This design comes from an exercise in tuning for small area, a short achievable clock period and few clock cycles per item on the open sky130 flow, not from production work.
In this exercise RTL edits were held to simulation tests only and were not proved equivalent to the original.
Power and IR drop assume default switching activity.

==> flow/design.v <==
module Complex_Multiplier (
	input clk,
	input rst,
	input signed  [7:0] Re_in_1,
	input signed  [7:0] Im_in_1,
	input signed  [7:0] Re_in_2,
	input signed  [7:0] Im_in_2,
	input signed  [1:0] data_valid_in,
	output signed [15:0] Re_out,
	output signed [15:0] Im_out,
	output signed [1:0] data_valid_out
);
wire cone1, ctwo2, cnz3, cnegn4, cone5, ctwo6, cnz7, cnegn8, cone9, ctwo10, cnz11, cnegn12, cone13, ctwo14, cnz15, cnegn16, done17, dtwo18, dnz19, dnegn20, done21, dtwo22, dnz23, dnegn24, done25, dtwo26, dnz27, dnegn28, done29, dtwo30, dnz31, dnegn32, pp33, pp34, pp35, pp36, pp37, pp38, pp39, pp40, pp41, pp42, pp43, pp44, pp45, pp46, pp47, pp48, pp49, pp50, pp51, pp52, pp53, pp54, pp55, pp56, pp57, pp58, pp59, pp60, pp61, pp62, pp63, pp64, pp65, pp66, pp67, pp68, pp69, pp70, pp71, pp72, pp73, pp74, pp75, pp76, pp77, pp78, pp79, pp80, pp81, pp82, pp83, pp84, pp85, pp86, pp87, pp88, pp89, pp90, pp91, pp92, pp93, pp94, pp95, pp96, pp97, pp98, pp99, pp100, pp101, pp102, pp103, pp104, ci105, ci106, ci107, ci108, res109, rec110, res111, rec112, res113, rec114, res115, rec116, res117, rec118, res119, rec120, res121, rec122, res123, rec124, res125, rec126, res127, rec128, res129, rec130, res131, rec132, res133, rec134, res135, rec136, res137, rec138, res139, rec140, res141, rec142, res143, rec144, res145, rec146, res147, rec148, res149, rec150, res151, rec152, res153, rec154, res155, rec156, res157, rec158, res159, rec160, res161, rec162, res163, rec164, res165, rec166, res167, rec168, res169, rec170, res171, rec172, res173, rec174, res175, rec176, res177, rec178, res179, rec180, res181, rec182, res183, rec184, res185, rec186, res187, rec188, res189, rec190, res191, rec192, res193, rec194, res195, rec196, res197, rec198, res199, rec200, res201, rec202, res203, rec204, res205, rec206, res207, rec208, res209, rec210, res211, rec212, res213, rec214, res215, rec216, res217, rec218, res219, rec220, res221, rec222, res223, rec224, res225, rec226, res227, rec228, res229, rec230, res231, rec232, res233, rec234, res235, rec236, res237, rec238, res239, rec240, res241, rec242, pp243, pp244, pp245, pp246, pp247, pp248, pp249, pp250, pp251, pp252, pp253, pp254, pp255, pp256, pp257, pp258, pp259, pp260, pp261, pp262, pp263, pp264, pp265, pp266, pp267, pp268, pp269, pp270, pp271, pp272, pp273, pp274, pp275, pp276, pp277, pp278, pp279, pp280, pp281, pp282, pp283, pp284, pp285, pp286, pp287, pp288, pp289, pp290, pp291, pp292, pp293, pp294, pp295, pp296, pp297, pp298, pp299, pp300, pp301, pp302, pp303, pp304, pp305, pp306, pp307, pp308, pp309, pp310, pp311, pp312, pp313, pp314, ci315, ci316, ci317, ci318, ims319, imc320, ims321, imc322, ims323, imc324, ims325, imc326, ims327, imc328, ims329, imc330, ims331, imc332, ims333, imc334, ims335, imc336, ims337, imc338, ims339, imc340, ims341, imc342, ims343, imc344, ims345, imc346, ims347, imc348, ims349, imc350, ims351, imc352, ims353, imc354, ims355, imc356, ims357, imc358, ims359, imc360, ims361, imc362, ims363, imc364, ims365, imc366, ims367, imc368, ims369, imc370, ims371, imc372, ims373, imc374, ims375, imc376, ims377, imc378, ims379, imc380, ims381, imc382, ims383, imc384, ims385, imc386, ims387, imc388, ims389, imc390, ims391, imc392, ims393, imc394, ims395, imc396, ims397, imc398, ims399, imc400, ims401, imc402, ims403, imc404, ims405, imc406, ims407, imc408, ims409, imc410, ims411, imc412, ims413, imc414, ims415, imc416, ims417, imc418, ims419, imc420, ims421, imc422, ims423, imc424, ims425, imc426, ims427, imc428, ims429, imc430, ims431, imc432, ims433, imc434, ims435, imc436, ims437, imc438, ims439, imc440, ims441, imc442, ims443, imc444, ims445, imc446, ims447, imc448, ims449, imc450, ims451, imc452, relos453, reloc454, relos455, reloc456, relos457, reloc458, relos459, reloc460, imlos461, imloc462, imlos463, imloc464, imlos465, imloc466, imlos467, imloc468;
cm_benc0 u_cone1 (.y1(Re_in_2[1]), .y0(Re_in_2[0]), .one(cone1), .two(ctwo2), .nz(cnz3));
assign cnegn4 = ~Re_in_2[1];
cm_benc u_cone5 (.y1(Re_in_2[3]), .y0(Re_in_2[2]), .ym(Re_in_2[1]), .one(cone5), .two(ctwo6), .nz(cnz7));
assign cnegn8 = ~Re_in_2[3];
cm_benc u_cone9 (.y1(Re_in_2[5]), .y0(Re_in_2[4]), .ym(Re_in_2[3]), .one(cone9), .two(ctwo10), .nz(cnz11));
assign cnegn12 = ~Re_in_2[5];
cm_benc u_cone13 (.y1(Re_in_2[7]), .y0(Re_in_2[6]), .ym(Re_in_2[5]), .one(cone13), .two(ctwo14), .nz(cnz15));
assign cnegn16 = ~Re_in_2[7];
cm_benc0 u_done17 (.y1(Im_in_2[1]), .y0(Im_in_2[0]), .one(done17), .two(dtwo18), .nz(dnz19));
assign dnegn20 = ~Im_in_2[1];
cm_benc u_done21 (.y1(Im_in_2[3]), .y0(Im_in_2[2]), .ym(Im_in_2[1]), .one(done21), .two(dtwo22), .nz(dnz23));
assign dnegn24 = ~Im_in_2[3];
cm_benc u_done25 (.y1(Im_in_2[5]), .y0(Im_in_2[4]), .ym(Im_in_2[3]), .one(done25), .two(dtwo26), .nz(dnz27));
assign dnegn28 = ~Im_in_2[5];
cm_benc u_done29 (.y1(Im_in_2[7]), .y0(Im_in_2[6]), .ym(Im_in_2[5]), .one(done29), .two(dtwo30), .nz(dnz31));
assign dnegn32 = ~Im_in_2[7];
cm_bsel1 u_pp33 (.e(cone1), .x(Re_in_1[0]), .n(Re_in_2[1]), .p(pp33));
cm_bsel2 u_pp34 (.e1(cone1), .x1(Re_in_1[1]), .e2(ctwo2), .x2(Re_in_1[0]), .n(Re_in_2[1]), .p(pp34));
cm_bsel2 u_pp35 (.e1(cone1), .x1(Re_in_1[2]), .e2(ctwo2), .x2(Re_in_1[1]), .n(Re_in_2[1]), .p(pp35));
cm_bsel2 u_pp36 (.e1(cone1), .x1(Re_in_1[3]), .e2(ctwo2), .x2(Re_in_1[2]), .n(Re_in_2[1]), .p(pp36));
cm_bsel2 u_pp37 (.e1(cone1), .x1(Re_in_1[4]), .e2(ctwo2), .x2(Re_in_1[3]), .n(Re_in_2[1]), .p(pp37));
cm_bsel2 u_pp38 (.e1(cone1), .x1(Re_in_1[5]), .e2(ctwo2), .x2(Re_in_1[4]), .n(Re_in_2[1]), .p(pp38));
cm_bsel2 u_pp39 (.e1(cone1), .x1(Re_in_1[6]), .e2(ctwo2), .x2(Re_in_1[5]), .n(Re_in_2[1]), .p(pp39));
cm_bsel2 u_pp40 (.e1(cone1), .x1(Re_in_1[7]), .e2(ctwo2), .x2(Re_in_1[6]), .n(Re_in_2[1]), .p(pp40));
cm_bsel1 u_pp41 (.e(cnz3), .x(Re_in_1[7]), .n(cnegn4), .p(pp41));
cm_bsel1 u_pp42 (.e(cone5), .x(Re_in_1[0]), .n(Re_in_2[3]), .p(pp42));
cm_bsel2 u_pp43 (.e1(cone5), .x1(Re_in_1[1]), .e2(ctwo6), .x2(Re_in_1[0]), .n(Re_in_2[3]), .p(pp43));
cm_bsel2 u_pp44 (.e1(cone5), .x1(Re_in_1[2]), .e2(ctwo6), .x2(Re_in_1[1]), .n(Re_in_2[3]), .p(pp44));
cm_bsel2 u_pp45 (.e1(cone5), .x1(Re_in_1[3]), .e2(ctwo6), .x2(Re_in_1[2]), .n(Re_in_2[3]), .p(pp45));
cm_bsel2 u_pp46 (.e1(cone5), .x1(Re_in_1[4]), .e2(ctwo6), .x2(Re_in_1[3]), .n(Re_in_2[3]), .p(pp46));
cm_bsel2 u_pp47 (.e1(cone5), .x1(Re_in_1[5]), .e2(ctwo6), .x2(Re_in_1[4]), .n(Re_in_2[3]), .p(pp47));
cm_bsel2 u_pp48 (.e1(cone5), .x1(Re_in_1[6]), .e2(ctwo6), .x2(Re_in_1[5]), .n(Re_in_2[3]), .p(pp48));
cm_bsel2 u_pp49 (.e1(cone5), .x1(Re_in_1[7]), .e2(ctwo6), .x2(Re_in_1[6]), .n(Re_in_2[3]), .p(pp49));
cm_bsel1 u_pp50 (.e(cnz7), .x(Re_in_1[7]), .n(cnegn8), .p(pp50));
cm_bsel1 u_pp51 (.e(cone9), .x(Re_in_1[0]), .n(Re_in_2[5]), .p(pp51));
cm_bsel2 u_pp52 (.e1(cone9), .x1(Re_in_1[1]), .e2(ctwo10), .x2(Re_in_1[0]), .n(Re_in_2[5]), .p(pp52));
cm_bsel2 u_pp53 (.e1(cone9), .x1(Re_in_1[2]), .e2(ctwo10), .x2(Re_in_1[1]), .n(Re_in_2[5]), .p(pp53));
cm_bsel2 u_pp54 (.e1(cone9), .x1(Re_in_1[3]), .e2(ctwo10), .x2(Re_in_1[2]), .n(Re_in_2[5]), .p(pp54));
cm_bsel2 u_pp55 (.e1(cone9), .x1(Re_in_1[4]), .e2(ctwo10), .x2(Re_in_1[3]), .n(Re_in_2[5]), .p(pp55));
cm_bsel2 u_pp56 (.e1(cone9), .x1(Re_in_1[5]), .e2(ctwo10), .x2(Re_in_1[4]), .n(Re_in_2[5]), .p(pp56));
cm_bsel2 u_pp57 (.e1(cone9), .x1(Re_in_1[6]), .e2(ctwo10), .x2(Re_in_1[5]), .n(Re_in_2[5]), .p(pp57));
cm_bsel2 u_pp58 (.e1(cone9), .x1(Re_in_1[7]), .e2(ctwo10), .x2(Re_in_1[6]), .n(Re_in_2[5]), .p(pp58));
cm_bsel1 u_pp59 (.e(cnz11), .x(Re_in_1[7]), .n(cnegn12), .p(pp59));
cm_bsel1 u_pp60 (.e(cone13), .x(Re_in_1[0]), .n(Re_in_2[7]), .p(pp60));
cm_bsel2 u_pp61 (.e1(cone13), .x1(Re_in_1[1]), .e2(ctwo14), .x2(Re_in_1[0]), .n(Re_in_2[7]), .p(pp61));
cm_bsel2 u_pp62 (.e1(cone13), .x1(Re_in_1[2]), .e2(ctwo14), .x2(Re_in_1[1]), .n(Re_in_2[7]), .p(pp62));
cm_bsel2 u_pp63 (.e1(cone13), .x1(Re_in_1[3]), .e2(ctwo14), .x2(Re_in_1[2]), .n(Re_in_2[7]), .p(pp63));
cm_bsel2 u_pp64 (.e1(cone13), .x1(Re_in_1[4]), .e2(ctwo14), .x2(Re_in_1[3]), .n(Re_in_2[7]), .p(pp64));
cm_bsel2 u_pp65 (.e1(cone13), .x1(Re_in_1[5]), .e2(ctwo14), .x2(Re_in_1[4]), .n(Re_in_2[7]), .p(pp65));
cm_bsel2 u_pp66 (.e1(cone13), .x1(Re_in_1[6]), .e2(ctwo14), .x2(Re_in_1[5]), .n(Re_in_2[7]), .p(pp66));
cm_bsel2 u_pp67 (.e1(cone13), .x1(Re_in_1[7]), .e2(ctwo14), .x2(Re_in_1[6]), .n(Re_in_2[7]), .p(pp67));
cm_bsel1 u_pp68 (.e(cnz15), .x(Re_in_1[7]), .n(cnegn16), .p(pp68));
cm_bsel1 u_pp69 (.e(done17), .x(Im_in_1[0]), .n(dnegn20), .p(pp69));
cm_bsel2 u_pp70 (.e1(done17), .x1(Im_in_1[1]), .e2(dtwo18), .x2(Im_in_1[0]), .n(dnegn20), .p(pp70));
cm_bsel2 u_pp71 (.e1(done17), .x1(Im_in_1[2]), .e2(dtwo18), .x2(Im_in_1[1]), .n(dnegn20), .p(pp71));
cm_bsel2 u_pp72 (.e1(done17), .x1(Im_in_1[3]), .e2(dtwo18), .x2(Im_in_1[2]), .n(dnegn20), .p(pp72));
cm_bsel2 u_pp73 (.e1(done17), .x1(Im_in_1[4]), .e2(dtwo18), .x2(Im_in_1[3]), .n(dnegn20), .p(pp73));
cm_bsel2 u_pp74 (.e1(done17), .x1(Im_in_1[5]), .e2(dtwo18), .x2(Im_in_1[4]), .n(dnegn20), .p(pp74));
cm_bsel2 u_pp75 (.e1(done17), .x1(Im_in_1[6]), .e2(dtwo18), .x2(Im_in_1[5]), .n(dnegn20), .p(pp75));
cm_bsel2 u_pp76 (.e1(done17), .x1(Im_in_1[7]), .e2(dtwo18), .x2(Im_in_1[6]), .n(dnegn20), .p(pp76));
cm_bsel1 u_pp77 (.e(dnz19), .x(Im_in_1[7]), .n(Im_in_2[1]), .p(pp77));
cm_bsel1 u_pp78 (.e(done21), .x(Im_in_1[0]), .n(dnegn24), .p(pp78));
cm_bsel2 u_pp79 (.e1(done21), .x1(Im_in_1[1]), .e2(dtwo22), .x2(Im_in_1[0]), .n(dnegn24), .p(pp79));
cm_bsel2 u_pp80 (.e1(done21), .x1(Im_in_1[2]), .e2(dtwo22), .x2(Im_in_1[1]), .n(dnegn24), .p(pp80));
cm_bsel2 u_pp81 (.e1(done21), .x1(Im_in_1[3]), .e2(dtwo22), .x2(Im_in_1[2]), .n(dnegn24), .p(pp81));
cm_bsel2 u_pp82 (.e1(done21), .x1(Im_in_1[4]), .e2(dtwo22), .x2(Im_in_1[3]), .n(dnegn24), .p(pp82));
cm_bsel2 u_pp83 (.e1(done21), .x1(Im_in_1[5]), .e2(dtwo22), .x2(Im_in_1[4]), .n(dnegn24), .p(pp83));
cm_bsel2 u_pp84 (.e1(done21), .x1(Im_in_1[6]), .e2(dtwo22), .x2(Im_in_1[5]), .n(dnegn24), .p(pp84));
cm_bsel2 u_pp85 (.e1(done21), .x1(Im_in_1[7]), .e2(dtwo22), .x2(Im_in_1[6]), .n(dnegn24), .p(pp85));
cm_bsel1 u_pp86 (.e(dnz23), .x(Im_in_1[7]), .n(Im_in_2[3]), .p(pp86));
cm_bsel1 u_pp87 (.e(done25), .x(Im_in_1[0]), .n(dnegn28), .p(pp87));
cm_bsel2 u_pp88 (.e1(done25), .x1(Im_in_1[1]), .e2(dtwo26), .x2(Im_in_1[0]), .n(dnegn28), .p(pp88));
cm_bsel2 u_pp89 (.e1(done25), .x1(Im_in_1[2]), .e2(dtwo26), .x2(Im_in_1[1]), .n(dnegn28), .p(pp89));
cm_bsel2 u_pp90 (.e1(done25), .x1(Im_in_1[3]), .e2(dtwo26), .x2(Im_in_1[2]), .n(dnegn28), .p(pp90));
cm_bsel2 u_pp91 (.e1(done25), .x1(Im_in_1[4]), .e2(dtwo26), .x2(Im_in_1[3]), .n(dnegn28), .p(pp91));
cm_bsel2 u_pp92 (.e1(done25), .x1(Im_in_1[5]), .e2(dtwo26), .x2(Im_in_1[4]), .n(dnegn28), .p(pp92));
cm_bsel2 u_pp93 (.e1(done25), .x1(Im_in_1[6]), .e2(dtwo26), .x2(Im_in_1[5]), .n(dnegn28), .p(pp93));
cm_bsel2 u_pp94 (.e1(done25), .x1(Im_in_1[7]), .e2(dtwo26), .x2(Im_in_1[6]), .n(dnegn28), .p(pp94));
cm_bsel1 u_pp95 (.e(dnz27), .x(Im_in_1[7]), .n(Im_in_2[5]), .p(pp95));
cm_bsel1 u_pp96 (.e(done29), .x(Im_in_1[0]), .n(dnegn32), .p(pp96));
cm_bsel2 u_pp97 (.e1(done29), .x1(Im_in_1[1]), .e2(dtwo30), .x2(Im_in_1[0]), .n(dnegn32), .p(pp97));
cm_bsel2 u_pp98 (.e1(done29), .x1(Im_in_1[2]), .e2(dtwo30), .x2(Im_in_1[1]), .n(dnegn32), .p(pp98));
cm_bsel2 u_pp99 (.e1(done29), .x1(Im_in_1[3]), .e2(dtwo30), .x2(Im_in_1[2]), .n(dnegn32), .p(pp99));
cm_bsel2 u_pp100 (.e1(done29), .x1(Im_in_1[4]), .e2(dtwo30), .x2(Im_in_1[3]), .n(dnegn32), .p(pp100));
cm_bsel2 u_pp101 (.e1(done29), .x1(Im_in_1[5]), .e2(dtwo30), .x2(Im_in_1[4]), .n(dnegn32), .p(pp101));
cm_bsel2 u_pp102 (.e1(done29), .x1(Im_in_1[6]), .e2(dtwo30), .x2(Im_in_1[5]), .n(dnegn32), .p(pp102));
cm_bsel2 u_pp103 (.e1(done29), .x1(Im_in_1[7]), .e2(dtwo30), .x2(Im_in_1[6]), .n(dnegn32), .p(pp103));
cm_bsel1 u_pp104 (.e(dnz31), .x(Im_in_1[7]), .n(Im_in_2[7]), .p(pp104));
assign ci105 = ~pp49;
assign ci106 = ~pp100;
assign ci107 = ~pp102;
assign ci108 = ~pp104;
cm_ha u_res109 (.a(Re_in_2[7]), .b(dnegn32), .s(res109), .co(rec110));
cm_fa u_res111 (.a(Re_in_2[5]), .b(dnegn28), .c(pp37), .s(res111), .co(rec112));
cm_ha u_res113 (.a(pp38), .b(pp45), .s(res113), .co(rec114));
cm_fa u_res115 (.a(res109), .b(pp39), .c(pp46), .s(res115), .co(rec116));
cm_fa u_res117 (.a(pp53), .b(pp60), .c(pp75), .s(res117), .co(rec118));
cm_fa u_res119 (.a(rec110), .b(pp40), .c(pp47), .s(res119), .co(rec120));
cm_fa u_res121 (.a(pp54), .b(pp61), .c(pp76), .s(res121), .co(rec122));
cm_ha u_res123 (.a(pp83), .b(pp90), .s(res123), .co(rec124));
cm_fa u_res125 (.a(pp41), .b(pp48), .c(pp55), .s(res125), .co(rec126));
cm_fa u_res127 (.a(pp62), .b(pp77), .c(pp84), .s(res127), .co(rec128));
cm_ha u_res129 (.a(pp91), .b(pp98), .s(res129), .co(rec130));
cm_fa u_res131 (.a(pp56), .b(pp63), .c(pp85), .s(res131), .co(rec132));
cm_ha u_res133 (.a(pp92), .b(pp99), .s(res133), .co(rec134));
cm_fa u_res135 (.a(pp49), .b(pp50), .c(pp57), .s(res135), .co(rec136));
cm_ha u_res137 (.a(pp64), .b(pp86), .s(res137), .co(rec138));
cm_ha u_res139 (.a(pp100), .b(pp101), .s(res139), .co(rec140));
cm_fa u_res141 (.a(Re_in_2[3]), .b(dnegn24), .c(pp35), .s(res141), .co(rec142));
cm_ha u_res143 (.a(pp36), .b(pp43), .s(res143), .co(rec144));
cm_fa u_res145 (.a(pp44), .b(pp51), .c(pp73), .s(res145), .co(rec146));
cm_ha u_res147 (.a(pp80), .b(pp87), .s(res147), .co(rec148));
cm_fa u_res149 (.a(pp52), .b(pp74), .c(pp81), .s(res149), .co(rec150));
cm_fa u_res151 (.a(pp88), .b(res113), .c(rec112), .s(res151), .co(rec152));
cm_fa u_res153 (.a(pp82), .b(pp89), .c(pp96), .s(res153), .co(rec154));
cm_fa u_res155 (.a(rec114), .b(res115), .c(res117), .s(res155), .co(rec156));
cm_fa u_res157 (.a(pp97), .b(res123), .c(rec116), .s(res157), .co(rec158));
cm_fa u_res159 (.a(rec118), .b(res119), .c(res121), .s(res159), .co(rec160));
cm_fa u_res161 (.a(rec124), .b(res129), .c(rec120), .s(res161), .co(rec162));
cm_fa u_res163 (.a(rec122), .b(res125), .c(res127), .s(res163), .co(rec164));
cm_fa u_res165 (.a(ci105), .b(rec130), .c(res133), .s(res165), .co(rec166));
cm_fa u_res167 (.a(rec126), .b(rec128), .c(res131), .s(res167), .co(rec168));
cm_fa u_res169 (.a(pp93), .b(ci106), .c(rec134), .s(res169), .co(rec170));
cm_fa u_res171 (.a(res137), .b(rec132), .c(res135), .s(res171), .co(rec172));
cm_fa u_res173 (.a(pp58), .b(pp65), .c(pp94), .s(res173), .co(rec174));
cm_fa u_res175 (.a(rec138), .b(res139), .c(rec136), .s(res175), .co(rec176));
cm_fa u_res177 (.a(pp59), .b(pp66), .c(pp95), .s(res177), .co(rec178));
cm_ha u_res179 (.a(ci107), .b(rec140), .s(res179), .co(rec180));
cm_ha u_res181 (.a(pp102), .b(pp103), .s(res181), .co(rec182));
cm_ha u_res183 (.a(Re_in_2[1]), .b(dnegn20), .s(res183), .co(rec184));
cm_ha u_res185 (.a(pp42), .b(pp71), .s(res185), .co(rec186));
cm_fa u_res187 (.a(pp72), .b(pp79), .c(res143), .s(res187), .co(rec188));
cm_fa u_res189 (.a(rec144), .b(res147), .c(res111), .s(res189), .co(rec190));
cm_fa u_res191 (.a(rec148), .b(rec146), .c(res149), .s(res191), .co(rec192));
cm_fa u_res193 (.a(rec150), .b(res153), .c(rec152), .s(res193), .co(rec194));
cm_fa u_res195 (.a(rec154), .b(rec156), .c(res157), .s(res195), .co(rec196));
cm_fa u_res197 (.a(rec158), .b(rec160), .c(res161), .s(res197), .co(rec198));
cm_fa u_res199 (.a(res165), .b(rec162), .c(rec164), .s(res199), .co(rec200));
cm_fa u_res201 (.a(rec166), .b(res169), .c(rec168), .s(res201), .co(rec202));
cm_fa u_res203 (.a(res173), .b(rec170), .c(rec172), .s(res203), .co(rec204));
cm_fa u_res205 (.a(rec174), .b(res179), .c(res177), .s(res205), .co(rec206));
cm_fa u_res207 (.a(pp67), .b(res181), .c(rec180), .s(res207), .co(rec208));
cm_ha u_res209 (.a(pp68), .b(ci108), .s(res209), .co(rec210));
cm_ha u_res211 (.a(res183), .b(pp33), .s(res211), .co(rec212));
cm_fa u_res213 (.a(rec184), .b(pp34), .c(pp70), .s(res213), .co(rec214));
cm_fa u_res215 (.a(pp78), .b(res185), .c(res141), .s(res215), .co(rec216));
cm_fa u_res217 (.a(rec186), .b(rec142), .c(res187), .s(res217), .co(rec218));
cm_fa u_res219 (.a(res145), .b(rec188), .c(res189), .s(res219), .co(rec220));
cm_fa u_res221 (.a(rec190), .b(res151), .c(res191), .s(res221), .co(rec222));
cm_fa u_res223 (.a(rec192), .b(res155), .c(res193), .s(res223), .co(rec224));
cm_fa u_res225 (.a(res159), .b(rec194), .c(res195), .s(res225), .co(rec226));
cm_fa u_res227 (.a(res163), .b(rec196), .c(res197), .s(res227), .co(rec228));
cm_fa u_res229 (.a(res167), .b(rec198), .c(res199), .s(res229), .co(rec230));
cm_fa u_res231 (.a(res171), .b(rec200), .c(res201), .s(res231), .co(rec232));
cm_fa u_res233 (.a(res175), .b(rec202), .c(res203), .s(res233), .co(rec234));
cm_fa u_res235 (.a(rec176), .b(res205), .c(rec204), .s(res235), .co(rec236));
cm_fa u_res237 (.a(rec178), .b(res207), .c(rec206), .s(res237), .co(rec238));
cm_fa u_res239 (.a(rec182), .b(res209), .c(rec208), .s(res239), .co(rec240));
cm_ha u_res241 (.a(pp104), .b(rec210), .s(res241), .co(rec242));
cm_bsel1 u_pp243 (.e(cone1), .x(Im_in_1[0]), .n(Re_in_2[1]), .p(pp243));
cm_bsel2 u_pp244 (.e1(cone1), .x1(Im_in_1[1]), .e2(ctwo2), .x2(Im_in_1[0]), .n(Re_in_2[1]), .p(pp244));
cm_bsel2 u_pp245 (.e1(cone1), .x1(Im_in_1[2]), .e2(ctwo2), .x2(Im_in_1[1]), .n(Re_in_2[1]), .p(pp245));
cm_bsel2 u_pp246 (.e1(cone1), .x1(Im_in_1[3]), .e2(ctwo2), .x2(Im_in_1[2]), .n(Re_in_2[1]), .p(pp246));
cm_bsel2 u_pp247 (.e1(cone1), .x1(Im_in_1[4]), .e2(ctwo2), .x2(Im_in_1[3]), .n(Re_in_2[1]), .p(pp247));
cm_bsel2 u_pp248 (.e1(cone1), .x1(Im_in_1[5]), .e2(ctwo2), .x2(Im_in_1[4]), .n(Re_in_2[1]), .p(pp248));
cm_bsel2 u_pp249 (.e1(cone1), .x1(Im_in_1[6]), .e2(ctwo2), .x2(Im_in_1[5]), .n(Re_in_2[1]), .p(pp249));
cm_bsel2 u_pp250 (.e1(cone1), .x1(Im_in_1[7]), .e2(ctwo2), .x2(Im_in_1[6]), .n(Re_in_2[1]), .p(pp250));
cm_bsel1 u_pp251 (.e(cnz3), .x(Im_in_1[7]), .n(cnegn4), .p(pp251));
cm_bsel1 u_pp252 (.e(cone5), .x(Im_in_1[0]), .n(Re_in_2[3]), .p(pp252));
cm_bsel2 u_pp253 (.e1(cone5), .x1(Im_in_1[1]), .e2(ctwo6), .x2(Im_in_1[0]), .n(Re_in_2[3]), .p(pp253));
cm_bsel2 u_pp254 (.e1(cone5), .x1(Im_in_1[2]), .e2(ctwo6), .x2(Im_in_1[1]), .n(Re_in_2[3]), .p(pp254));
cm_bsel2 u_pp255 (.e1(cone5), .x1(Im_in_1[3]), .e2(ctwo6), .x2(Im_in_1[2]), .n(Re_in_2[3]), .p(pp255));
cm_bsel2 u_pp256 (.e1(cone5), .x1(Im_in_1[4]), .e2(ctwo6), .x2(Im_in_1[3]), .n(Re_in_2[3]), .p(pp256));
cm_bsel2 u_pp257 (.e1(cone5), .x1(Im_in_1[5]), .e2(ctwo6), .x2(Im_in_1[4]), .n(Re_in_2[3]), .p(pp257));
cm_bsel2 u_pp258 (.e1(cone5), .x1(Im_in_1[6]), .e2(ctwo6), .x2(Im_in_1[5]), .n(Re_in_2[3]), .p(pp258));
cm_bsel2 u_pp259 (.e1(cone5), .x1(Im_in_1[7]), .e2(ctwo6), .x2(Im_in_1[6]), .n(Re_in_2[3]), .p(pp259));
cm_bsel1 u_pp260 (.e(cnz7), .x(Im_in_1[7]), .n(cnegn8), .p(pp260));
cm_bsel1 u_pp261 (.e(cone9), .x(Im_in_1[0]), .n(Re_in_2[5]), .p(pp261));
cm_bsel2 u_pp262 (.e1(cone9), .x1(Im_in_1[1]), .e2(ctwo10), .x2(Im_in_1[0]), .n(Re_in_2[5]), .p(pp262));
cm_bsel2 u_pp263 (.e1(cone9), .x1(Im_in_1[2]), .e2(ctwo10), .x2(Im_in_1[1]), .n(Re_in_2[5]), .p(pp263));
cm_bsel2 u_pp264 (.e1(cone9), .x1(Im_in_1[3]), .e2(ctwo10), .x2(Im_in_1[2]), .n(Re_in_2[5]), .p(pp264));
cm_bsel2 u_pp265 (.e1(cone9), .x1(Im_in_1[4]), .e2(ctwo10), .x2(Im_in_1[3]), .n(Re_in_2[5]), .p(pp265));
cm_bsel2 u_pp266 (.e1(cone9), .x1(Im_in_1[5]), .e2(ctwo10), .x2(Im_in_1[4]), .n(Re_in_2[5]), .p(pp266));
cm_bsel2 u_pp267 (.e1(cone9), .x1(Im_in_1[6]), .e2(ctwo10), .x2(Im_in_1[5]), .n(Re_in_2[5]), .p(pp267));
cm_bsel2 u_pp268 (.e1(cone9), .x1(Im_in_1[7]), .e2(ctwo10), .x2(Im_in_1[6]), .n(Re_in_2[5]), .p(pp268));
cm_bsel1 u_pp269 (.e(cnz11), .x(Im_in_1[7]), .n(cnegn12), .p(pp269));
cm_bsel1 u_pp270 (.e(cone13), .x(Im_in_1[0]), .n(Re_in_2[7]), .p(pp270));
cm_bsel2 u_pp271 (.e1(cone13), .x1(Im_in_1[1]), .e2(ctwo14), .x2(Im_in_1[0]), .n(Re_in_2[7]), .p(pp271));
cm_bsel2 u_pp272 (.e1(cone13), .x1(Im_in_1[2]), .e2(ctwo14), .x2(Im_in_1[1]), .n(Re_in_2[7]), .p(pp272));
cm_bsel2 u_pp273 (.e1(cone13), .x1(Im_in_1[3]), .e2(ctwo14), .x2(Im_in_1[2]), .n(Re_in_2[7]), .p(pp273));
cm_bsel2 u_pp274 (.e1(cone13), .x1(Im_in_1[4]), .e2(ctwo14), .x2(Im_in_1[3]), .n(Re_in_2[7]), .p(pp274));
cm_bsel2 u_pp275 (.e1(cone13), .x1(Im_in_1[5]), .e2(ctwo14), .x2(Im_in_1[4]), .n(Re_in_2[7]), .p(pp275));
cm_bsel2 u_pp276 (.e1(cone13), .x1(Im_in_1[6]), .e2(ctwo14), .x2(Im_in_1[5]), .n(Re_in_2[7]), .p(pp276));
cm_bsel2 u_pp277 (.e1(cone13), .x1(Im_in_1[7]), .e2(ctwo14), .x2(Im_in_1[6]), .n(Re_in_2[7]), .p(pp277));
cm_bsel1 u_pp278 (.e(cnz15), .x(Im_in_1[7]), .n(cnegn16), .p(pp278));
cm_bsel1 u_pp279 (.e(done17), .x(Re_in_1[0]), .n(Im_in_2[1]), .p(pp279));
cm_bsel2 u_pp280 (.e1(done17), .x1(Re_in_1[1]), .e2(dtwo18), .x2(Re_in_1[0]), .n(Im_in_2[1]), .p(pp280));
cm_bsel2 u_pp281 (.e1(done17), .x1(Re_in_1[2]), .e2(dtwo18), .x2(Re_in_1[1]), .n(Im_in_2[1]), .p(pp281));
cm_bsel2 u_pp282 (.e1(done17), .x1(Re_in_1[3]), .e2(dtwo18), .x2(Re_in_1[2]), .n(Im_in_2[1]), .p(pp282));
cm_bsel2 u_pp283 (.e1(done17), .x1(Re_in_1[4]), .e2(dtwo18), .x2(Re_in_1[3]), .n(Im_in_2[1]), .p(pp283));
cm_bsel2 u_pp284 (.e1(done17), .x1(Re_in_1[5]), .e2(dtwo18), .x2(Re_in_1[4]), .n(Im_in_2[1]), .p(pp284));
cm_bsel2 u_pp285 (.e1(done17), .x1(Re_in_1[6]), .e2(dtwo18), .x2(Re_in_1[5]), .n(Im_in_2[1]), .p(pp285));
cm_bsel2 u_pp286 (.e1(done17), .x1(Re_in_1[7]), .e2(dtwo18), .x2(Re_in_1[6]), .n(Im_in_2[1]), .p(pp286));
cm_bsel1 u_pp287 (.e(dnz19), .x(Re_in_1[7]), .n(dnegn20), .p(pp287));
cm_bsel1 u_pp288 (.e(done21), .x(Re_in_1[0]), .n(Im_in_2[3]), .p(pp288));
cm_bsel2 u_pp289 (.e1(done21), .x1(Re_in_1[1]), .e2(dtwo22), .x2(Re_in_1[0]), .n(Im_in_2[3]), .p(pp289));
cm_bsel2 u_pp290 (.e1(done21), .x1(Re_in_1[2]), .e2(dtwo22), .x2(Re_in_1[1]), .n(Im_in_2[3]), .p(pp290));
cm_bsel2 u_pp291 (.e1(done21), .x1(Re_in_1[3]), .e2(dtwo22), .x2(Re_in_1[2]), .n(Im_in_2[3]), .p(pp291));
cm_bsel2 u_pp292 (.e1(done21), .x1(Re_in_1[4]), .e2(dtwo22), .x2(Re_in_1[3]), .n(Im_in_2[3]), .p(pp292));
cm_bsel2 u_pp293 (.e1(done21), .x1(Re_in_1[5]), .e2(dtwo22), .x2(Re_in_1[4]), .n(Im_in_2[3]), .p(pp293));
cm_bsel2 u_pp294 (.e1(done21), .x1(Re_in_1[6]), .e2(dtwo22), .x2(Re_in_1[5]), .n(Im_in_2[3]), .p(pp294));
cm_bsel2 u_pp295 (.e1(done21), .x1(Re_in_1[7]), .e2(dtwo22), .x2(Re_in_1[6]), .n(Im_in_2[3]), .p(pp295));
cm_bsel1 u_pp296 (.e(dnz23), .x(Re_in_1[7]), .n(dnegn24), .p(pp296));
cm_bsel1 u_pp297 (.e(done25), .x(Re_in_1[0]), .n(Im_in_2[5]), .p(pp297));
cm_bsel2 u_pp298 (.e1(done25), .x1(Re_in_1[1]), .e2(dtwo26), .x2(Re_in_1[0]), .n(Im_in_2[5]), .p(pp298));
cm_bsel2 u_pp299 (.e1(done25), .x1(Re_in_1[2]), .e2(dtwo26), .x2(Re_in_1[1]), .n(Im_in_2[5]), .p(pp299));
cm_bsel2 u_pp300 (.e1(done25), .x1(Re_in_1[3]), .e2(dtwo26), .x2(Re_in_1[2]), .n(Im_in_2[5]), .p(pp300));
cm_bsel2 u_pp301 (.e1(done25), .x1(Re_in_1[4]), .e2(dtwo26), .x2(Re_in_1[3]), .n(Im_in_2[5]), .p(pp301));
cm_bsel2 u_pp302 (.e1(done25), .x1(Re_in_1[5]), .e2(dtwo26), .x2(Re_in_1[4]), .n(Im_in_2[5]), .p(pp302));
cm_bsel2 u_pp303 (.e1(done25), .x1(Re_in_1[6]), .e2(dtwo26), .x2(Re_in_1[5]), .n(Im_in_2[5]), .p(pp303));
cm_bsel2 u_pp304 (.e1(done25), .x1(Re_in_1[7]), .e2(dtwo26), .x2(Re_in_1[6]), .n(Im_in_2[5]), .p(pp304));
cm_bsel1 u_pp305 (.e(dnz27), .x(Re_in_1[7]), .n(dnegn28), .p(pp305));
cm_bsel1 u_pp306 (.e(done29), .x(Re_in_1[0]), .n(Im_in_2[7]), .p(pp306));
cm_bsel2 u_pp307 (.e1(done29), .x1(Re_in_1[1]), .e2(dtwo30), .x2(Re_in_1[0]), .n(Im_in_2[7]), .p(pp307));
cm_bsel2 u_pp308 (.e1(done29), .x1(Re_in_1[2]), .e2(dtwo30), .x2(Re_in_1[1]), .n(Im_in_2[7]), .p(pp308));
cm_bsel2 u_pp309 (.e1(done29), .x1(Re_in_1[3]), .e2(dtwo30), .x2(Re_in_1[2]), .n(Im_in_2[7]), .p(pp309));
cm_bsel2 u_pp310 (.e1(done29), .x1(Re_in_1[4]), .e2(dtwo30), .x2(Re_in_1[3]), .n(Im_in_2[7]), .p(pp310));
cm_bsel2 u_pp311 (.e1(done29), .x1(Re_in_1[5]), .e2(dtwo30), .x2(Re_in_1[4]), .n(Im_in_2[7]), .p(pp311));
cm_bsel2 u_pp312 (.e1(done29), .x1(Re_in_1[6]), .e2(dtwo30), .x2(Re_in_1[5]), .n(Im_in_2[7]), .p(pp312));
cm_bsel2 u_pp313 (.e1(done29), .x1(Re_in_1[7]), .e2(dtwo30), .x2(Re_in_1[6]), .n(Im_in_2[7]), .p(pp313));
cm_bsel1 u_pp314 (.e(dnz31), .x(Re_in_1[7]), .n(dnegn32), .p(pp314));
assign ci315 = ~pp259;
assign ci316 = ~pp259;
assign ci317 = ~pp269;
assign ci318 = ~pp278;
cm_ha u_ims319 (.a(Im_in_2[7]), .b(Re_in_2[7]), .s(ims319), .co(imc320));
cm_fa u_ims321 (.a(Im_in_2[5]), .b(Re_in_2[5]), .c(pp247), .s(ims321), .co(imc322));
cm_ha u_ims323 (.a(pp248), .b(pp255), .s(ims323), .co(imc324));
cm_fa u_ims325 (.a(ims319), .b(pp249), .c(pp256), .s(ims325), .co(imc326));
cm_fa u_ims327 (.a(pp263), .b(pp270), .c(pp285), .s(ims327), .co(imc328));
cm_fa u_ims329 (.a(imc320), .b(pp250), .c(pp257), .s(ims329), .co(imc330));
cm_fa u_ims331 (.a(pp264), .b(pp271), .c(pp286), .s(ims331), .co(imc332));
cm_ha u_ims333 (.a(pp293), .b(pp300), .s(ims333), .co(imc334));
cm_fa u_ims335 (.a(pp251), .b(pp258), .c(pp265), .s(ims335), .co(imc336));
cm_fa u_ims337 (.a(pp272), .b(pp287), .c(pp294), .s(ims337), .co(imc338));
cm_ha u_ims339 (.a(pp301), .b(pp308), .s(ims339), .co(imc340));
cm_fa u_ims341 (.a(pp266), .b(pp273), .c(pp295), .s(ims341), .co(imc342));
cm_ha u_ims343 (.a(pp302), .b(pp309), .s(ims343), .co(imc344));
cm_fa u_ims345 (.a(pp260), .b(pp267), .c(pp274), .s(ims345), .co(imc346));
cm_ha u_ims347 (.a(pp296), .b(pp303), .s(ims347), .co(imc348));
cm_ha u_ims349 (.a(pp259), .b(pp268), .s(ims349), .co(imc350));
cm_fa u_ims351 (.a(Im_in_2[3]), .b(Re_in_2[3]), .c(pp245), .s(ims351), .co(imc352));
cm_ha u_ims353 (.a(pp246), .b(pp253), .s(ims353), .co(imc354));
cm_fa u_ims355 (.a(pp254), .b(pp261), .c(pp283), .s(ims355), .co(imc356));
cm_ha u_ims357 (.a(pp290), .b(pp297), .s(ims357), .co(imc358));
cm_fa u_ims359 (.a(pp262), .b(pp284), .c(pp291), .s(ims359), .co(imc360));
cm_fa u_ims361 (.a(pp298), .b(ims323), .c(imc322), .s(ims361), .co(imc362));
cm_fa u_ims363 (.a(pp292), .b(pp299), .c(pp306), .s(ims363), .co(imc364));
cm_fa u_ims365 (.a(imc324), .b(ims325), .c(ims327), .s(ims365), .co(imc366));
cm_fa u_ims367 (.a(pp307), .b(ims333), .c(imc326), .s(ims367), .co(imc368));
cm_fa u_ims369 (.a(imc328), .b(ims329), .c(ims331), .s(ims369), .co(imc370));
cm_fa u_ims371 (.a(imc334), .b(ims339), .c(imc330), .s(ims371), .co(imc372));
cm_fa u_ims373 (.a(imc332), .b(ims335), .c(ims337), .s(ims373), .co(imc374));
cm_fa u_ims375 (.a(ci315), .b(imc340), .c(ims343), .s(ims375), .co(imc376));
cm_fa u_ims377 (.a(imc336), .b(imc338), .c(ims341), .s(ims377), .co(imc378));
cm_fa u_ims379 (.a(pp310), .b(ci316), .c(imc344), .s(ims379), .co(imc380));
cm_fa u_ims381 (.a(ims347), .b(imc342), .c(ims345), .s(ims381), .co(imc382));
cm_fa u_ims383 (.a(pp275), .b(pp304), .c(pp311), .s(ims383), .co(imc384));
cm_fa u_ims385 (.a(imc348), .b(ims349), .c(imc346), .s(ims385), .co(imc386));
cm_fa u_ims387 (.a(pp276), .b(pp305), .c(pp312), .s(ims387), .co(imc388));
cm_ha u_ims389 (.a(ci317), .b(imc350), .s(ims389), .co(imc390));
cm_ha u_ims391 (.a(pp269), .b(pp277), .s(ims391), .co(imc392));
cm_ha u_ims393 (.a(Im_in_2[1]), .b(Re_in_2[1]), .s(ims393), .co(imc394));
cm_ha u_ims395 (.a(pp252), .b(pp281), .s(ims395), .co(imc396));
cm_fa u_ims397 (.a(pp282), .b(pp289), .c(ims353), .s(ims397), .co(imc398));
cm_fa u_ims399 (.a(imc354), .b(ims357), .c(ims321), .s(ims399), .co(imc400));
cm_fa u_ims401 (.a(imc358), .b(imc356), .c(ims359), .s(ims401), .co(imc402));
cm_fa u_ims403 (.a(imc360), .b(ims363), .c(imc362), .s(ims403), .co(imc404));
cm_fa u_ims405 (.a(imc364), .b(imc366), .c(ims367), .s(ims405), .co(imc406));
cm_fa u_ims407 (.a(imc368), .b(imc370), .c(ims371), .s(ims407), .co(imc408));
cm_fa u_ims409 (.a(ims375), .b(imc372), .c(imc374), .s(ims409), .co(imc410));
cm_fa u_ims411 (.a(imc376), .b(ims379), .c(imc378), .s(ims411), .co(imc412));
cm_fa u_ims413 (.a(ims383), .b(imc380), .c(imc382), .s(ims413), .co(imc414));
cm_fa u_ims415 (.a(imc384), .b(ims389), .c(ims387), .s(ims415), .co(imc416));
cm_fa u_ims417 (.a(pp313), .b(ims391), .c(imc390), .s(ims417), .co(imc418));
cm_ha u_ims419 (.a(pp314), .b(ci318), .s(ims419), .co(imc420));
cm_ha u_ims421 (.a(ims393), .b(pp243), .s(ims421), .co(imc422));
cm_fa u_ims423 (.a(imc394), .b(pp244), .c(pp280), .s(ims423), .co(imc424));
cm_fa u_ims425 (.a(pp288), .b(ims395), .c(ims351), .s(ims425), .co(imc426));
cm_fa u_ims427 (.a(imc396), .b(imc352), .c(ims397), .s(ims427), .co(imc428));
cm_fa u_ims429 (.a(ims355), .b(imc398), .c(ims399), .s(ims429), .co(imc430));
cm_fa u_ims431 (.a(imc400), .b(ims361), .c(ims401), .s(ims431), .co(imc432));
cm_fa u_ims433 (.a(imc402), .b(ims365), .c(ims403), .s(ims433), .co(imc434));
cm_fa u_ims435 (.a(ims369), .b(imc404), .c(ims405), .s(ims435), .co(imc436));
cm_fa u_ims437 (.a(ims373), .b(imc406), .c(ims407), .s(ims437), .co(imc438));
cm_fa u_ims439 (.a(ims377), .b(imc408), .c(ims409), .s(ims439), .co(imc440));
cm_fa u_ims441 (.a(ims381), .b(imc410), .c(ims411), .s(ims441), .co(imc442));
cm_fa u_ims443 (.a(ims385), .b(imc412), .c(ims413), .s(ims443), .co(imc444));
cm_fa u_ims445 (.a(imc386), .b(ims415), .c(imc414), .s(ims445), .co(imc446));
cm_fa u_ims447 (.a(imc388), .b(ims417), .c(imc416), .s(ims447), .co(imc448));
cm_fa u_ims449 (.a(imc392), .b(ims419), .c(imc418), .s(ims449), .co(imc450));
cm_ha u_ims451 (.a(pp278), .b(imc420), .s(ims451), .co(imc452));
cm_ha u_relos453 (.a(pp69), .b(res211), .s(relos453), .co(reloc454));
cm_fa u_relos455 (.a(rec212), .b(res213), .c(reloc454), .s(relos455), .co(reloc456));
cm_fa u_relos457 (.a(rec214), .b(res215), .c(reloc456), .s(relos457), .co(reloc458));
cm_fa u_relos459 (.a(rec216), .b(res217), .c(reloc458), .s(relos459), .co(reloc460));
cm_ha u_imlos461 (.a(pp279), .b(ims421), .s(imlos461), .co(imloc462));
cm_fa u_imlos463 (.a(imc422), .b(ims423), .c(imloc462), .s(imlos463), .co(imloc464));
cm_fa u_imlos465 (.a(imc424), .b(ims425), .c(imloc464), .s(imlos465), .co(imloc466));
cm_fa u_imlos467 (.a(imc426), .b(ims427), .c(imloc466), .s(imlos467), .co(imloc468));
reg vld_q;
always @(posedge clk) vld_q <= ~rst & (|data_valid_in);
assign data_valid_out = {1'b0, vld_q};
wire [15:0] re_r0 = {res241, res239, res237, rec234, rec232, rec230, rec228, rec226, rec224, rec222, rec220, rec218, rec216, rec214, rec212, pp69};
wire [15:0] re_r1 = {rec240, rec238, rec236, res235, res233, res231, res229, res227, res225, res223, res221, res219, res217, res215, res213, res211};
reg [3:0] re_lo_q;
always @(posedge clk) re_lo_q <= {relos459, relos457, relos455, relos453};
reg re_q0_4;
always @(posedge clk) re_q0_4 <= rec218;
reg re_q0_5;
always @(posedge clk) re_q0_5 <= rec220;
reg re_q0_6;
always @(posedge clk) re_q0_6 <= rec222;
reg re_q0_7;
always @(posedge clk) re_q0_7 <= rec224;
reg re_q0_8;
always @(posedge clk) re_q0_8 <= rec226;
reg re_q0_9;
always @(posedge clk) re_q0_9 <= rec228;
reg re_q0_10;
always @(posedge clk) re_q0_10 <= rec230;
reg re_q0_11;
always @(posedge clk) re_q0_11 <= rec232;
reg re_q0_12;
always @(posedge clk) re_q0_12 <= rec234;
reg re_q0_13;
always @(posedge clk) re_q0_13 <= res237;
reg re_q0_14;
always @(posedge clk) re_q0_14 <= res239;
reg re_q0_15;
always @(posedge clk) re_q0_15 <= res241;
reg re_q1_4;
always @(posedge clk) re_q1_4 <= res219;
reg re_q1_5;
always @(posedge clk) re_q1_5 <= res221;
reg re_q1_6;
always @(posedge clk) re_q1_6 <= res223;
reg re_q1_7;
always @(posedge clk) re_q1_7 <= res225;
reg re_q1_8;
always @(posedge clk) re_q1_8 <= res227;
reg re_q1_9;
always @(posedge clk) re_q1_9 <= res229;
reg re_q1_10;
always @(posedge clk) re_q1_10 <= res231;
reg re_q1_11;
always @(posedge clk) re_q1_11 <= res233;
reg re_q1_12;
always @(posedge clk) re_q1_12 <= res235;
reg re_q1_13;
always @(posedge clk) re_q1_13 <= rec236;
reg re_q1_14;
always @(posedge clk) re_q1_14 <= rec238;
reg re_q1_15;
always @(posedge clk) re_q1_15 <= rec240;
reg re_cy_q;
always @(posedge clk) re_cy_q <= reloc460;
assign Re_out = {{re_q0_15, re_q0_14, re_q0_13, re_q0_12, re_q0_11, re_q0_10, re_q0_9, re_q0_8, re_q0_7, re_q0_6, re_q0_5, re_q0_4} + {re_q1_15, re_q1_14, re_q1_13, re_q1_12, re_q1_11, re_q1_10, re_q1_9, re_q1_8, re_q1_7, re_q1_6, re_q1_5, re_q1_4} + re_cy_q, re_lo_q};
wire [15:0] im_r0 = {ims451, ims449, ims447, imc444, imc442, imc440, imc438, imc436, imc434, imc432, imc430, imc428, imc426, imc424, imc422, pp279};
wire [15:0] im_r1 = {imc450, imc448, imc446, ims445, ims443, ims441, ims439, ims437, ims435, ims433, ims431, ims429, ims427, ims425, ims423, ims421};
reg [3:0] im_lo_q;
always @(posedge clk) im_lo_q <= {imlos467, imlos465, imlos463, imlos461};
reg im_q0_4;
always @(posedge clk) im_q0_4 <= imc428;
reg im_q0_5;
always @(posedge clk) im_q0_5 <= imc430;
reg im_q0_6;
always @(posedge clk) im_q0_6 <= imc432;
reg im_q0_7;
always @(posedge clk) im_q0_7 <= imc434;
reg im_q0_8;
always @(posedge clk) im_q0_8 <= imc436;
reg im_q0_9;
always @(posedge clk) im_q0_9 <= imc438;
reg im_q0_10;
always @(posedge clk) im_q0_10 <= imc440;
reg im_q0_11;
always @(posedge clk) im_q0_11 <= imc442;
reg im_q0_12;
always @(posedge clk) im_q0_12 <= imc444;
reg im_q0_13;
always @(posedge clk) im_q0_13 <= ims447;
reg im_q0_14;
always @(posedge clk) im_q0_14 <= ims449;
reg im_q0_15;
always @(posedge clk) im_q0_15 <= ims451;
reg im_q1_4;
always @(posedge clk) im_q1_4 <= ims429;
reg im_q1_5;
always @(posedge clk) im_q1_5 <= ims431;
reg im_q1_6;
always @(posedge clk) im_q1_6 <= ims433;
reg im_q1_7;
always @(posedge clk) im_q1_7 <= ims435;
reg im_q1_8;
always @(posedge clk) im_q1_8 <= ims437;
reg im_q1_9;
always @(posedge clk) im_q1_9 <= ims439;
reg im_q1_10;
always @(posedge clk) im_q1_10 <= ims441;
reg im_q1_11;
always @(posedge clk) im_q1_11 <= ims443;
reg im_q1_12;
always @(posedge clk) im_q1_12 <= ims445;
reg im_q1_13;
always @(posedge clk) im_q1_13 <= imc446;
reg im_q1_14;
always @(posedge clk) im_q1_14 <= imc448;
reg im_q1_15;
always @(posedge clk) im_q1_15 <= imc450;
reg im_cy_q;
always @(posedge clk) im_cy_q <= imloc468;
assign Im_out = {{im_q0_15, im_q0_14, im_q0_13, im_q0_12, im_q0_11, im_q0_10, im_q0_9, im_q0_8, im_q0_7, im_q0_6, im_q0_5, im_q0_4} + {im_q1_15, im_q1_14, im_q1_13, im_q1_12, im_q1_11, im_q1_10, im_q1_9, im_q1_8, im_q1_7, im_q1_6, im_q1_5, im_q1_4} + im_cy_q, im_lo_q};
endmodule
module cm_fa (input a, input b, input c, output s, output co);
  assign s = a ^ b ^ c;
  assign co = (a & b) | (a & c) | (b & c);
endmodule
module cm_bsel1 (input e, input x, input n, output p);
  assign p = (e & x) ^ n;
endmodule
module cm_bsel2 (input e1, input x1, input e2, input x2, input n, output p);
  assign p = ((e1 & x1) | (e2 & x2)) ^ n;
endmodule
module cm_benc (input y1, input y0, input ym, output one, output two, output nz);
  assign one = y0 ^ ym;
  assign two = (y1 & ~y0 & ~ym) | (~y1 & y0 & ym);
  assign nz = ~(y1 & y0 & ym) & (y1 | y0 | ym);
endmodule
module cm_benc0 (input y1, input y0, output one, output two, output nz);
  assign one = y0;
  assign two = y1 & ~y0;
  assign nz = y1 | y0;
endmodule
module cm_ha (input a, input b, output s, output co);
  assign s = a ^ b;
  assign co = a & b;
endmodule
==> flow/flow/run.sh <==
#!/bin/bash
# The standard ORFS flow (standard.sh) with these changes:
#  - port buffers are sky130_fd_sc_hd__buf_2 cells instead of the default
#    delay buffers;
#  - before floorplanning, combinational cells start at drive strength 1
#    (flow/downsize.tcl); the flow's repair steps upsize where needed;
#  - extra make variables, one per line, from flow/make_args.txt if present.
# Each tool's log stays under orfs/logs/; make's own output goes to run_make.log.
set -euo pipefail
here=$(pwd)
extra=()
if [[ -f flow/make_args.txt ]]; then
  while IFS= read -r line; do
    [[ -n "$line" ]] && extra+=("$line")
  done < flow/make_args.txt
fi
bash standard.sh \
  "BUFFER_PORTS_ARGS=-buffer_cell sky130_fd_sc_hd__buf_2" \
  "PRE_FLOORPLAN_TCL=$here/flow/downsize.tcl" \
  "${extra[@]}" \
  finish > run_make.log 2>&1
==> flow/flow/downsize.tcl <==
# PRE_FLOORPLAN hook: start every combinational cell of the synthesized netlist
# at drive strength 1; the flow's own repair steps upsize cells where timing
# or slew needs it. Flip-flops keep the cell synthesis gave them.
set n_down 0
foreach inst [get_cells *] {
  set ref [get_property $inst ref_name]
  if { [regexp {^(sky130_fd_sc_hd__[a-z0-9]+)_([0-9]+)$} $ref -> base size] } {
    if { $size <= 1 || [string match "*__df*" $base] || [string match "*__conb*" $base] } {
      continue
    }
    set cand [get_lib_cells -quiet */${base}_1]
    if { [llength $cand] > 0 } {
      replace_cell $inst [lindex $cand 0]
      incr n_down
    }
  }
}
puts "downsize.tcl: $n_down cells set to drive strength 1"
==> flow/standard.sh <==
#!/bin/bash
# synth_recipe.tcl (not shown) runs the flow's synth.tcl, then flattens the netlist and writes it again
# the make line also repeats each setting of config.mk as NAME=value (left out here)
make -C /OpenROAD-flow-scripts/flow DESIGN_CONFIG=/design/flow/config.mk WORK_HOME=/design/flow/orfs CLKGATE_MAP_FILE= SYNTH_SCRIPT=/design/flow/synth_recipe.tcl "${@:-finish}"
==> flow/config.mk <==
export PLATFORM = sky130hd
export DESIGN_NAME = Complex_Multiplier
export DESIGN_NICKNAME = Complex_Multiplier
export VERILOG_FILES = /design/flow/design.v
export SDC_FILE = /design/flow/constraint.sdc
export NUM_CORES = 4
export LEC_CHECK = 0
export CAP_MARGIN = 20
export CORE_MARGIN = 2
export CORE_UTILIZATION = 60
export CTS_BUF_LIST = sky130_fd_sc_hd__clkbuf_8
export SETUP_SLACK_MARGIN = 1.2
export SLEW_MARGIN = 20
export SYNTH_HIERARCHICAL = 1
==> flow/constraint.sdc <==
create_clock -name core_clock -period 5.0 [get_ports {clk}]
set_input_delay 1.0000 -clock core_clock [delete_from_list [all_inputs] [get_ports {clk}]]
set_output_delay 1.0000 -clock core_clock [all_outputs]
set_load 0.01 [all_outputs]
==> impl_metrics.yaml, run 1 <==
cells_and_area:
  antenna_cells: 0
  largestRegisters: "im_lo_q: 4 flops, re_lo_q: 4 flops"
  final_cell_mix: "xnor2_1 (157), a22oi_1 (112), fa_1 (111)"
  fin_nets: 981
  n_fill_cell: 952
  postLayoutCellArea_sq_um: 8380
  drive_above_1_share_pct: 16.2
  layout_commonest_cell: "xnor2_1"
drt:
  drt-initial-drc-count: 451
  drt-vias-per-instance: 6.15
  drc_errors: 0
  wl_per_cell_um: 19.7
  drtAntennaViolNets: 0
  drtPass1Iterations: 6
  vias: 5725
  wirelength_mm: 18.4
floorplanning:
  dieArea_sq_um: 13100
  ios: 70
  fp.dieW_um: 114
  start_util_pct: 61.0
  die_height_um: 114
  core_area_sq_um: 12000
  rows: 40
pwr:
  p_leak_uw: 0.00341
  ir_worst_vdd_mv: 0.466
  p_per_area_nw_per_um2: 566
global_routing:
  grt_max_degree: 21
  grt.total_usage_pct: 29.9
  antenna_found_initial: 0
  grt_pass1_vias: 5817
  overflow: 0
  grt_pass1_wl_mm: 29.6
sta:
  drv_slew: 0
  finalCriticalPeriod_ns: 3.71
  setup_viol: 0
  hold_viol_final: 0
  fin_crit_sh_pct: 74.2
  tightestPinTransition_ns: 0.625
  rsz0062_at_grt: "yes"
  relSlewSlack_pct: 58.3
  max_clock_freq_ghz: 0.270
  fin_setup_tns_ns: 0
logic_synthesis:
  syn-num-nets: 879
  synthCells: 677
  ys_warn_count: 7
run:
  maxCapViolations: 0
worst_setup_path:
  critPathMaxFanout: 14
  arrival_ns: 3.95
  cp.required_ns: 5.24
  cp-end-kind: "flip-flop"
  start_kind: "input port"
  crit_type: "input port to flip-flop"
outcome:
  status: "timing/DRC/antenna clean"
cts:
  tritoncts: "built"
  clkSinkCount: 59
  clk_pin_slew_worst_paths_ns: 0.07
  cts_inserted_buffers: 9
  cts_buffer_depth: 2
  cts_hold_buf: 0
  clock-root-buffer: "clkbuf_8"
  htreeDepth: 3
placed_design:
  portBuffers: 68
  post_dp_cell_area_sq_um: 8080
  dpl.hpwl_mm: 13.6
  gp_congestion: 0.913
hold_path:
  hold_class: "input port to flip-flop"
## metal layers
| layer | up-vias | part of all wire (%) | GRT usage, % |
|---|---|---|---|
| li1 | 2576 | - | - |
| met1 | 2846 | 43 | 41.9 |
| met2 | 278 | 46 | 46.3 |
| met3 | 25 | 9.3 | 7.46 |
| met4 | 0 | 1.6 | 8.94 |
| met5 | - | 0 | 0 |
## layout make-up
type                            instances  area, sq um  area share (%)
Clock buffer                            9          124            1.48
Clock inverter                          7         92.6            1.10
Inverter                               25         93.8            1.12
Multi-Input combinational cell        587         6110            72.9
Sequential cell                        59         1180            14.1
Tap cell                              147          184            2.19
Timing Repair Buffer                   97          593            7.08
## path summary, 6_finish.rpt
path | start | endpoint | slack, ns | depth (start not counted)
worst max-delay path | Re_in_2[3] | im_q1_8 | 1.29 | 11
worst min-delay path | rst | vld_q | 0.77 | 2
## worst max-delay path, stage by stage
cell and delay, ns:
buf_6 0.14, buf_8 0.16, nand3b_1 0.17, o21ai_2 0.08
buf_6 0.19, a22oi_1 0.10, xnor2_1 0.25, fa_1 0.49
fa_1 0.44, fa_1 0.53, fa_1 0.40
## power by group
part / internal [uW] / total [uW] / switching [uW]
sequential: 755 / 831 / 76.8
clock: 278 / 488 / 210
combinational: 1590 / 3420 / 1830
## stage by stage
| stage | hold WS [ns] | total power [uW] | setup slack, ns | utilization, % | std cells |
|---|---|---|---|---|---|
| after floorplan | 1.07 | 3250 | 1.21 | - | 677 |
| after global placement | 1.16 | 4160 | 0.747 | 67.5 | 914 |
| after detailed placement | 1.16 | 4290 | 0.644 | 67.5 | 914 |
| after CTS | 0.751 | 4800 | 1.20 | 69.6 | 930 |
| after global routing | 0.755 | 5300 | 1.18 | 70.1 | 931 |
| final | 0.775 | 4740 | 1.29 | 70.1 | 931 |
## timing repair
action,CTS,global route
buffers inserted,0,1
setup endpoints to repair,18,19
pin swaps,0,7
hold endpoints to repair,0,0
gates resized for setup,6,12
Testbench counts, summed over its fixed seeds: cycles 2,400, items 2,400.
==> run 2, diff against run 1 <==
--- a/flow/config.mk
+++ b/flow/config.mk
@@ -10,3 +10,3 @@
 export CORE_UTILIZATION = 60
-export CTS_BUF_LIST = sky130_fd_sc_hd__clkbuf_8
+export CTS_BUF_LIST = sky130_fd_sc_hd__clkbuf_2 sky130_fd_sc_hd__clkbuf_4
 export SETUP_SLACK_MARGIN = 1.2
==> impl_metrics.yaml, run 2 <==
drt:
  vias: 5719
  drtAntennaViolNets: 0
  drt-initial-drc-count: 543
  wl_per_cell_um: 19.6
  drc_errors: 0
  drt-vias-per-instance: 6.11
  drtPass1Iterations: 6
  wirelength_mm: 18.4
placed_design:
  dpl.hpwl_mm: 13.6
  portBuffers: 68
  post_dp_cell_area_sq_um: 8080
  gp_congestion: 0.913
sta:
  fin_setup_tns_ns: 0
  drv_slew: 0
  whs_ns: 0.672
  setup_viol: 0
  hold_viol_final: 0
  max_clock_freq_ghz: 0.269
  relSlewSlack_pct: 58.4
  finalCriticalPeriod_ns: 3.71
  fin_crit_sh_pct: 74.3
  rsz0062_at_grt: "yes"
  tightestPinTransition_ns: 0.624
global_routing:
  overflow: 0
  grt_max_degree: 21
  grt.total_usage_pct: 30.0
  grt_pass1_vias: 5815
  grt_pass1_wl_mm: 29.6
  antenna_found_initial: 0
floorplanning:
  dieArea_sq_um: 13100
  fp.dieW_um: 114
  start_util_pct: 61.0
  core_area_sq_um: 12000
  die_height_um: 114
  rows: 40
  ios: 70
cts:
  htreeDepth: 3
  clock-root-buffer: "clkbuf_4"
  cts_buffer_depth: 2
  cts_inserted_buffers: 9
  clk_pin_slew_worst_paths_ns: 0.11
  cts_hold_buf: 0
  tritoncts: "built"
  clkSinkCount: 59
logic_synthesis:
  ys_warn_count: 7
  synthCells: 677
  syn-num-nets: 879
pwr:
  p_int_uw: 2570
  p_per_area_nw_per_um2: 564
  p_leak_uw: 0.00340
  power.clock.fraction_pct: 8.6
  ir_worst_vdd_mv: 0.466
  p_sw_uw: 2120
  p_comb_share_pct: 73.7
  sw_frac_of_total_pct: 45.2
  fin_total_pwr_uw: 4690
  seqPwrFrac_pct: 17.7
cells_and_area:
  fin_nets: 986
  largestRegisters: "im_lo_q: 4 flops, re_lo_q: 4 flops"
  drive_above_1_share_pct: 17.2
  final_cell_mix: "xnor2_1 (158), a22oi_1 (112), fa_1 (108)"
  antenna_cells: 0
  postLayoutCoreUtil_pct: 69.6
  layout_commonest_cell: "xnor2_1"
  postLayoutCellArea_sq_um: 8320
worst_setup_path:
  cp-end-kind: "flip-flop"
  crit_top_cell: "fa_1"
  critical-path-slowest-cell: "fa_1"
  crit_type: "input port to flip-flop"
  critPathMaxFanout: 10
  arrival_ns: 4.04
  start_kind: "input port"
  slowest_delay_ns: 0.54
  worstPathCellList: "buf_4, buf_4, nand2b_1, o21ai_2, buf_4, a22oi_1, xnor2_1, fa_1, fa_1, fa_1, fa_1"
  cp.required_ns: 5.33
hold_path:
  min_path_cells: 2
  min_to: "vld_q"
  min_from: "rst"
  hold_class: "input port to flip-flop"
outcome:
  status: "timing/DRC/antenna clean"
run:
  maxCapViolations: 0
## run 2: layout make-up
cell class | count | area (sq um)
clock buffer | 9 | 67.6
clock inverter | 7 | 92.6
fill | 956 | 3640
inverter | 25 | 93.8
multi-input combinational | 587 | 6090
sequential | 59 | 1180
tap | 147 | 184
timing repair buffer | 102 | 609
## run 2: worst max path at each step
stage | startpoint | to | slack, ns
global route | Re_in_2[3] | im_q1_8 | 1.17
global placement | Re_in_2[3] | im_q1_8 | 0.75
floorplan | Im_in_2[5] | re_q1_9 | 1.21
detailed placement | Re_in_2[3] | re_q1_8 | 0.64
CTS | Re_in_2[5] | re_q1_8 | 1.25
finish | Re_in_2[3] | im_q1_7 | 1.29
## run 2: repair_timing
item | in CTS | in global routing
setup endpoints to repair | 4 | 22
gates resized for setup | 2 | 12
pin swaps | 0 | 4
setup buffers | 0 | 6
## run 2: per-stage QoR
| stage | worst slack [ns] | std cells |
|---|---|---|
| after floorplan | 1.21 | 677 |
| after global placement | 0.747 | 914 |
| after detailed placement | 0.644 | 914 |
| after CTS | 1.25 | 930 |
| after global routing | 1.17 | 936 |
| final | 1.29 | 936 |
## run 2: worst max-delay path: cells and delay by family
family	cells	cell delay, ns
xor+xnor	1	0.25
compound gates	2	0.24
buf+inv	3	0.57
fa+ha+maj	4	1.82
simple gates	1	0.16
## run 2: layer usage
| metal | wire, um | share of wire (%) | vias up | global-route usage, % |
|---|---|---|---|---|
| li1 | - | - | 2590 | - |
| met4 | 429 | 2.3 | 0 | 11.1 |
| met2 | 8400 | 46 | 274 | 46.1 |
| met5 | 0 | 0 | - | 0 |
| met1 | 7900 | 43 | 2823 | 42.0 |
| met3 | 1640 | 8.9 | 32 | 6.46 |
## run 2: power by group through the flow
| stage | logic (uW) | clock network, uW | registers, uW |
|---|---|---|---|
| floorplan | 2400 | 0 | 844 |
| global route | 3950 | 439 | 857 |
| CTS | 3450 | 418 | 834 |
| finish | 3460 | 402 | 832 |
| global placement | 3320 | 0 | 838 |
| detailed placement | 3440 | 0 | 846 |

[separate check: timing with driven ports]
In the flow no input, the clock included, has a driving cell. The finished layouts below were timed again as built, in two steps. Step 1 sets driving cells, clkbuf_16 on the clock port and buf_2 on the other inputs (assumed; they add their load-dependent delay and slew). Step 2 moves the port delays by t, midway between the first and last clock arrival at a register: inputs arrive t later, outputs are due t later. That takes back most of the time a late clock gives input paths. Slacks: ideal ports / drivers / drivers and shift; pairs: ideal ports / drivers.
| run | t, ns | setup WS [ns] | slew at the worst register clock pin (ns) |
|---|---|---|---|
| run 1 | 0.398 | 1.290 / 1.292 / 0.894 | 0.07 / 0.07 |
| run 2 | 0.486 | 1.287 / 1.296 / 0.809 | 0.11 / 0.11 |
After both steps every run listed still meets setup and hold. The setup slack of run 2, which loses most, moves by +0.009 ns with the drivers and by -0.478 ns with both steps.
